Background: an optimization exercise with open tools, aiming at small area, a short achievable clock period and few clock cycles per item. Do not read the settings as production practice. Where RTL was checked, it was by simulation tests only, not by an equivalence proof against the original.

==> inputs of v35 <==
==> flow/design.v <==
module xtea_top(
    input clock, reset, cfg, start,
    input[127:0] data_i, key,
    output busy, ready,
    output[127:0] data_o
);
localparam [31:0] DELTA = 32'h9E3779B9;
reg        busy_r, ready_r;
reg        dec;
reg [6:0]  cnt;
reg [31:0] a0, b0, a1, b1;
reg [127:0] k;
reg [31:0] s;     
reg [31:0] skr;   
reg [1:0]  idx;   
always @(posedge clock, posedge reset)
begin
    if(reset) begin
        busy_r  <= 1'b0;
        ready_r <= 1'b0;
    end
    else begin
        busy_r  <= busy_r ? !ready_r : start;
        ready_r <= busy_r && !ready_r && (cnt == 7'd64);
    end
end
assign busy  = busy_r;
assign ready = ready_r;
reg swp;
wire run = !swp;
wire [31:0] kx  = (idx == 2'd0) ? k[ 31: 0] :
                  (idx == 2'd1) ? k[ 63:32] :
                  (idx == 2'd2) ? k[ 95:64] : k[127:96];
wire [31:0] sk_next = (s + kx) ^ {32{dec}};
wire        s_upd = cnt[0] ^ dec;
wire [12:0] s_nx  = !s_upd ? s[12:0] : dec ? s[12:0] - DELTA[12:0] : s[12:0] + DELTA[12:0];
wire [1:0]  idx_next = cnt[0] ? s_nx[12:11] : s_nx[1:0];
function [31:0] mix(input [31:0] v);
    mix = ((v << 4) ^ (v >> 5)) + v;
endfunction
wire [31:0] n0 = a0 + ((mix(b0) ^ skr) & {32{run}}) + {31'd0, dec & run};
wire [31:0] n1 = a1 + ((mix(b1) ^ skr) & {32{run}}) + {31'd0, dec & run};
always @(posedge clock)
begin
    if(!busy_r) begin
        a0  <= data_i[ 31: 0];
        b0  <= data_i[ 63:32];
        a1  <= data_i[ 95:64];
        b1  <= data_i[127:96];
        k   <= key;
        dec <= !cfg;
        cnt <= 7'd0;
        s   <= cfg ? DELTA : 32'hC6EF3720;
        skr <= key[31:0];
        idx <= {1'b1, cfg};
        swp <= !cfg;
    end
    else begin
        a0  <= b0;
        a1  <= b1;
        b0  <= n0;
        b1  <= n1;
        swp <= !dec && (cnt == 7'd63);
        cnt <= cnt + 7'd1;
        skr <= sk_next;
        idx <= idx_next;
        if(s_upd)
            s <= dec ? s - DELTA : s + DELTA;
    end
end
assign data_o = {a1, b1, a0, b0};
endmodule
==> flow/flow/run.sh <==
#!/bin/bash
# Standard layout, except that the port buffers are the smallest buffer and
# timing repair aims well below the clock period.
set -euo pipefail
export BUFFER_PORTS_ARGS="-buffer_cell sky130_fd_sc_hd__buf_1"
bash standard.sh SETUP_SLACK_MARGIN=6.5 finish > standard.log 2>&1
==> flow/standard.sh <==
#!/bin/bash
# synth_recipe.tcl (not shown) runs the flow's synth.tcl, then flattens the netlist and writes it again
# the make line also repeats each setting of config.mk as NAME=value (left out here)
make -C /OpenROAD-flow-scripts/flow DESIGN_CONFIG=/design/flow/config.mk WORK_HOME=/design/flow/orfs CLKGATE_MAP_FILE= SYNTH_SCRIPT=/design/flow/synth_recipe.tcl "${@:-finish}"
==> flow/config.mk <==
export PLATFORM = sky130hd
export DESIGN_NAME = xtea_top
export DESIGN_NICKNAME = xtea_top
export VERILOG_FILES = /design/flow/design.v
export SDC_FILE = /design/flow/constraint.sdc
export NUM_CORES = 4
export LEC_CHECK = 0
export CAP_MARGIN = 20
export CORE_MARGIN = 2
export CORE_UTILIZATION = 60
export SLEW_MARGIN = 20
==> flow/constraint.sdc <==
create_clock -name core_clock -period 10.0 [get_ports {clock}]
set_input_delay 2.0000 -clock core_clock [delete_from_list [all_inputs] [get_ports {clock}]]
set_output_delay 2.0000 -clock core_clock [all_outputs]
set_load 0.01 [all_outputs]
==> v21 (differences from v35) <==
==> flow/design.v (replaced) <==
module xtea_enc(
    input clock, reset, en, start,
    input[127:0] data_i, key,
    output ready,
    output[127:0] data_o
);
reg[127:0] d, k, result;
wire[31:0] y0, z0, y1, z1;
assign y0 = d[127:96], z0 = d[95:64],
       y1 = d[ 63:32], z1 = d[31:0];
reg[31:0] sum, delta;
wire[1:0] idx;
wire[31:0] key_at_idx;
reg[6:0] i;
reg[2:0] EA, PE;
always @(posedge clock, posedge reset)
begin
    if(reset) begin
        EA <= 3'b000;
    end
    else begin
        EA <= PE;
    end
end
always @*
begin
case(EA)
        3'b000:
            if(start && en) PE <= 3'b001;
            else            PE <= 3'b000;
        3'b001:
            if(i<32)    PE <= 3'b010;
            else        PE <= 3'b101;
        3'b010:      PE <= 3'b011;
        3'b011:      PE <= 3'b001;
        3'b101:          PE <= 3'b000;
        default:        PE <= 3'b000;
    endcase
end
always @(posedge clock, posedge reset)
begin
    if(reset) begin
        d <= 0;
        k <= 0;
        result <= 0;
        sum <= 0;
        delta <= 32'h9E3779B9;
        i <= 0;
    end
    else
        case(EA)
            3'b000:
            begin
                d <= {data_i[31:0], data_i[63:32], data_i[95:64], data_i[127:96]};
                k <= {key[31:0], key[63:32], key[95:64], key[127:96]};
                sum <= 0;
                delta <= 32'h9E3779B9;
                i <= 0;
            end
            3'b011:
            begin
                d[95:64] <= z0 + ((((y0 << 4) ^ (y0 >> 5)) + y0) ^ (sum + key_at_idx));
                d[31:0] <= z1 + ((((y1 << 4) ^ (y1 >> 5)) + y1) ^ (sum + key_at_idx));
                i <= i + 1;
            end
            3'b010:
            begin
                d[127:96] <= y0 + ((((z0 << 4) ^ (z0 >> 5)) + z0) ^ (sum + key_at_idx));
                d[63:32] <= y1 + ((((z1 << 4) ^ (z1 >> 5)) + z1) ^ (sum + key_at_idx));
                sum <= sum + delta;
            end
            3'b101:
                result <= d;
            default: begin 
            end
        endcase
end
assign ready = (EA == 3'b101) ? 1 : 0;
assign data_o = {result[31:0], result[63:32], result[95:64], result[127:96]};
assign idx = (EA == 3'b010) ? sum & 3 :
             (EA == 3'b011) ? (sum>>11) & 3 : 0;
assign key_at_idx = (idx == 0) ? k[127:96] :
                    (idx == 1) ? k[ 95:64] : 
                    (idx == 2) ? k[ 63:32] : k[31:0];
endmodule
module xtea_dec(
    input clock, reset, en, start,
    input[127:0] data_i, key,
    output ready,
    output[127:0] data_o
);
reg[127:0] d, k, result;
wire[31:0] y0, z0, y1, z1;
assign y0 = d[127:96], z0 = d[95:64],
       y1 = d[ 63:32], z1 = d[31:0];
reg[31:0] sum, delta;
wire[1:0] idx;
wire[31:0] key_at_idx;
reg[6:0] i;
reg[2:0] EA, PE;
always @(posedge clock, posedge reset)
begin
    if(reset) begin
        EA <= 3'b000;
    end
    else begin
        EA <= PE;
    end
end
always @*
begin
case(EA)
        3'b000:
            if(start && !en) PE <= 3'b001;
            else             PE <= 3'b000;
        3'b001:
            if(i<32)    PE <= 3'b011;
            else        PE <= 3'b101;
        3'b011:      PE <= 3'b010;
        3'b010:      PE <= 3'b001;
        3'b101:          PE <= 3'b000;
        default:        PE <= 3'b000;
    endcase
end
always @(posedge clock, posedge reset)
begin
    if(reset) begin
        d <= 0;
        k <= 0;
        result <= 0;
        sum <= 32'hC6EF3720;
        delta <= 32'h9E3779B9;
        i <= 0;
    end
    else
        case(EA)
            3'b000:
            begin
                d <= {data_i[31:0], data_i[63:32], data_i[95:64], data_i[127:96]};
                k <= {key[31:0], key[63:32], key[95:64], key[127:96]};
                sum <= 32'hC6EF3720;
                delta <= 32'h9E3779B9;
                i <= 0;
            end
            3'b010:
            begin
                d[127:96] <= y0 - ((((z0 << 4) ^ (z0 >> 5)) + z0) ^ (sum + key_at_idx));
                d[63:32] <= y1 - ((((z1 << 4) ^ (z1 >> 5)) + z1) ^ (sum + key_at_idx));
                i <= i + 1;
            end
            3'b011:
            begin
                d[95:64] <= z0 - ((((y0 << 4) ^ (y0 >> 5)) + y0) ^ (sum + key_at_idx));
                d[31:0] <= z1 - ((((y1 << 4) ^ (y1 >> 5)) + y1) ^ (sum + key_at_idx));
                sum <= sum - delta;
            end
            3'b101:
            begin
                result <= d;
            end
            default: begin 
            end
        endcase
end
assign ready = (EA == 3'b101) ? 1 : 0;
assign data_o = {result[31:0], result[63:32], result[95:64], result[127:96]};
assign idx = (EA == 3'b010) ? sum & 3 :
             (EA == 3'b011) ? (sum>>11) & 3 : 0;
assign key_at_idx = (idx == 0) ? k[127:96] :
                    (idx == 1) ? k[ 95:64] : 
                    (idx == 2) ? k[ 63:32] : k[31:0];
endmodule
module xtea_top(
    input clock, reset, cfg, start,
    input[127:0] data_i, key,
    output busy, ready,
    output[127:0] data_o
);
reg[2:0] EA, PE;
wire[127:0] enc_out, dec_out;
wire enc_r, dec_r;
always @(posedge clock, posedge reset)
begin
    if(reset) begin
        EA <= 3'b000;
    end
    else begin
        EA <= PE;
    end
end
always @*
begin
    case(EA)
        3'b000:
        begin
            if(start && cfg)   
                PE <= 3'b001;
            else if(start && !cfg) 
                    PE <= 3'b010;
                 else 
                    PE <= 3'b000;
        end
        3'b001:
            if(enc_r)   PE <= 3'b011;
            else        PE <= 3'b001;
        3'b010:
            if(dec_r)   PE <= 3'b100;
            else        PE <= 3'b010;
        3'b011:      PE <= 3'b000;
        3'b100:      PE <= 3'b000;
        default:        PE <= 3'b000;
    endcase
end
xtea_enc ENC_DRIVER(
    .clock(clock), .reset(reset), .en(cfg),
    .start(start && (EA == 3'b000)), .data_i(data_i), .key(key), 
    .ready(enc_r), .data_o(enc_out)
);
xtea_dec DEC_DRIVER(
    .clock(clock), .reset(reset), .en(cfg),
    .start(start && (EA == 3'b000)), .data_i(data_i), .key(key), 
    .ready(dec_r), .data_o(dec_out)
);
assign data_o = (EA == 3'b011) ? enc_out :
                (EA == 3'b100) ? dec_out : 0;
assign ready = (EA == 3'b011) || (EA == 3'b100);
assign busy = (EA != 3'b000) ? 1 : 0; 
endmodule
==> flow/run.sh (new file) <==
#!/bin/bash
# synth_recipe.tcl (not shown) runs the flow's synth.tcl, then flattens the netlist and writes it again
# the make line also repeats each setting of config.mk as NAME=value (left out here)
make -C /OpenROAD-flow-scripts/flow DESIGN_CONFIG=/design/flow/config.mk WORK_HOME=/design/flow/orfs CLKGATE_MAP_FILE= SYNTH_SCRIPT=/design/flow/synth_recipe.tcl finish
CORE_UTILIZATION = 40   (was 60)
removed: flow/flow/run.sh
removed: flow/standard.sh
==> v13 (differences from v35) <==
--- a/flow/design.v
+++ b/flow/design.v
@@ -28,4 +28,3 @@
 assign ready = ready_r;
-reg swp;
-wire run = !swp;
+wire swp = dec ? (cnt == 7'd0) : (cnt == 7'd64);
 wire [31:0] kx  = (idx == 2'd0) ? k[ 31: 0] :
@@ -40,4 +39,4 @@
 endfunction
-wire [31:0] n0 = a0 + ((mix(b0) ^ skr) & {32{run}}) + {31'd0, dec & run};
-wire [31:0] n1 = a1 + ((mix(b1) ^ skr) & {32{run}}) + {31'd0, dec & run};
+wire [31:0] n0 = a0 + (mix(b0) ^ skr) + {31'd0, dec};
+wire [31:0] n1 = a1 + (mix(b1) ^ skr) + {31'd0, dec};
 always @(posedge clock)
@@ -55,3 +54,2 @@
         idx <= {1'b1, cfg};
-        swp <= !cfg;
     end
@@ -60,5 +58,4 @@
         a1  <= b1;
-        b0  <= n0;
-        b1  <= n1;
-        swp <= !dec && (cnt == 7'd63);
+        b0  <= swp ? a0 : n0;
+        b1  <= swp ? a1 : n1;
         cnt <= cnt + 7'd1;
==> flow/run.sh (new file) <==
#!/bin/bash
# synth_recipe.tcl (not shown) runs the flow's synth.tcl, then flattens the netlist and writes it again
# the make line also repeats each setting of config.mk as NAME=value (left out here)
make -C /OpenROAD-flow-scripts/flow DESIGN_CONFIG=/design/flow/config.mk WORK_HOME=/design/flow/orfs CLKGATE_MAP_FILE= SYNTH_SCRIPT=/design/flow/synth_recipe.tcl finish
CORE_UTILIZATION = 70   (was 60)
SETUP_SLACK_MARGIN = 5   (was unset)
removed: flow/flow/run.sh
removed: flow/standard.sh
==> qor summary <==
metric                                                                      v35          v13           v21
Status                                         no timing/DRC/antenna violations  no timing/DRC/antenna violations  no timing/DRC/antenna violations
Most frequent cell after synthesis                                      xnor2_1      a21oi_1       nand2_1
Met2 global-route usage                                                  0.5905       0.7787        0.4734
RSZ-0062 raised after global routing                                       true         true         false
Total wire length after detailed routing                               66530 um     82490 um     271400 um
Antenna diode count                                                           7            2             4
Post-Syn Instances                                                         2055         2230          7339
Transition at the pin with the smallest max-transition slack           1.153 ns     1.056 ns      1.263 ns
Yosys reg bits                                                              333          332           855
Number of buffer and inverter instances along the worst setup path            0            0             1
Nonclk inv count                                                             40           52           135
DR iter-0 viols                                                            1167         3538          5803
Via count                                                                 18500        21800         59520
Die Height                                                             193.1 um     181.1 um      413.1 um
Post-synthesis sequential area ratio                                     0.3864       0.3764        0.3198
Flip-flop and latch count                                                   333          332           855
Placeable core area                                                 35400 sq um  30750 sq um  166700 sq um
Area occupied by registers                                           8371 sq um   8330 sq um   21420 sq um
Rel. slew slack                                                          0.2288       0.2957        0.1521
Critical path's largest stage delay                                     0.58 ns      0.53 ns       0.82 ns
Number of multi-input combinational cells in the layout                    1630         1774          6084
Testbench counts of v21, summed over its fixed seeds: cycles 32,000, ops 320.
No functional check of the RTL was part of v35 and v13.

what the ideal ports hide:
The flow's constraints put no driver on any port. The routed layouts listed below were extracted and timed again, unchanged, in two steps. Step 1: set_driving_cell puts a clkbuf_16 on clock and a buf_2 on each other input, an assumption about the parent block. Step 2 times the ports against the registers' clock, not the clock port: input delays grow and output delays shrink by t, the midpoint of the rising clock arrivals with the driver on. Slacks: no drivers / after step 1 / after step 2; pairs: no drivers / after step 1.
run | t (ns) | setup slack, ns | worst hold slack (ns) | latest minus earliest clock arrival (ns)
v35 | 0.623 | 4.742 / 4.742 / 4.742 | 0.490 / 0.490 / 0.490 | 0.024 / 0.023
v21 | 0.842 | 1.353 / 1.353 / 1.353 | 0.469 / 0.469 / 0.469 | 0.065 / 0.065
v13 | 0.591 | 4.841 / 4.841 / 4.841 | 0.504 / 0.504 / 0.504 | 0.028 / 0.029
After both steps setup and hold are still met in every run listed.
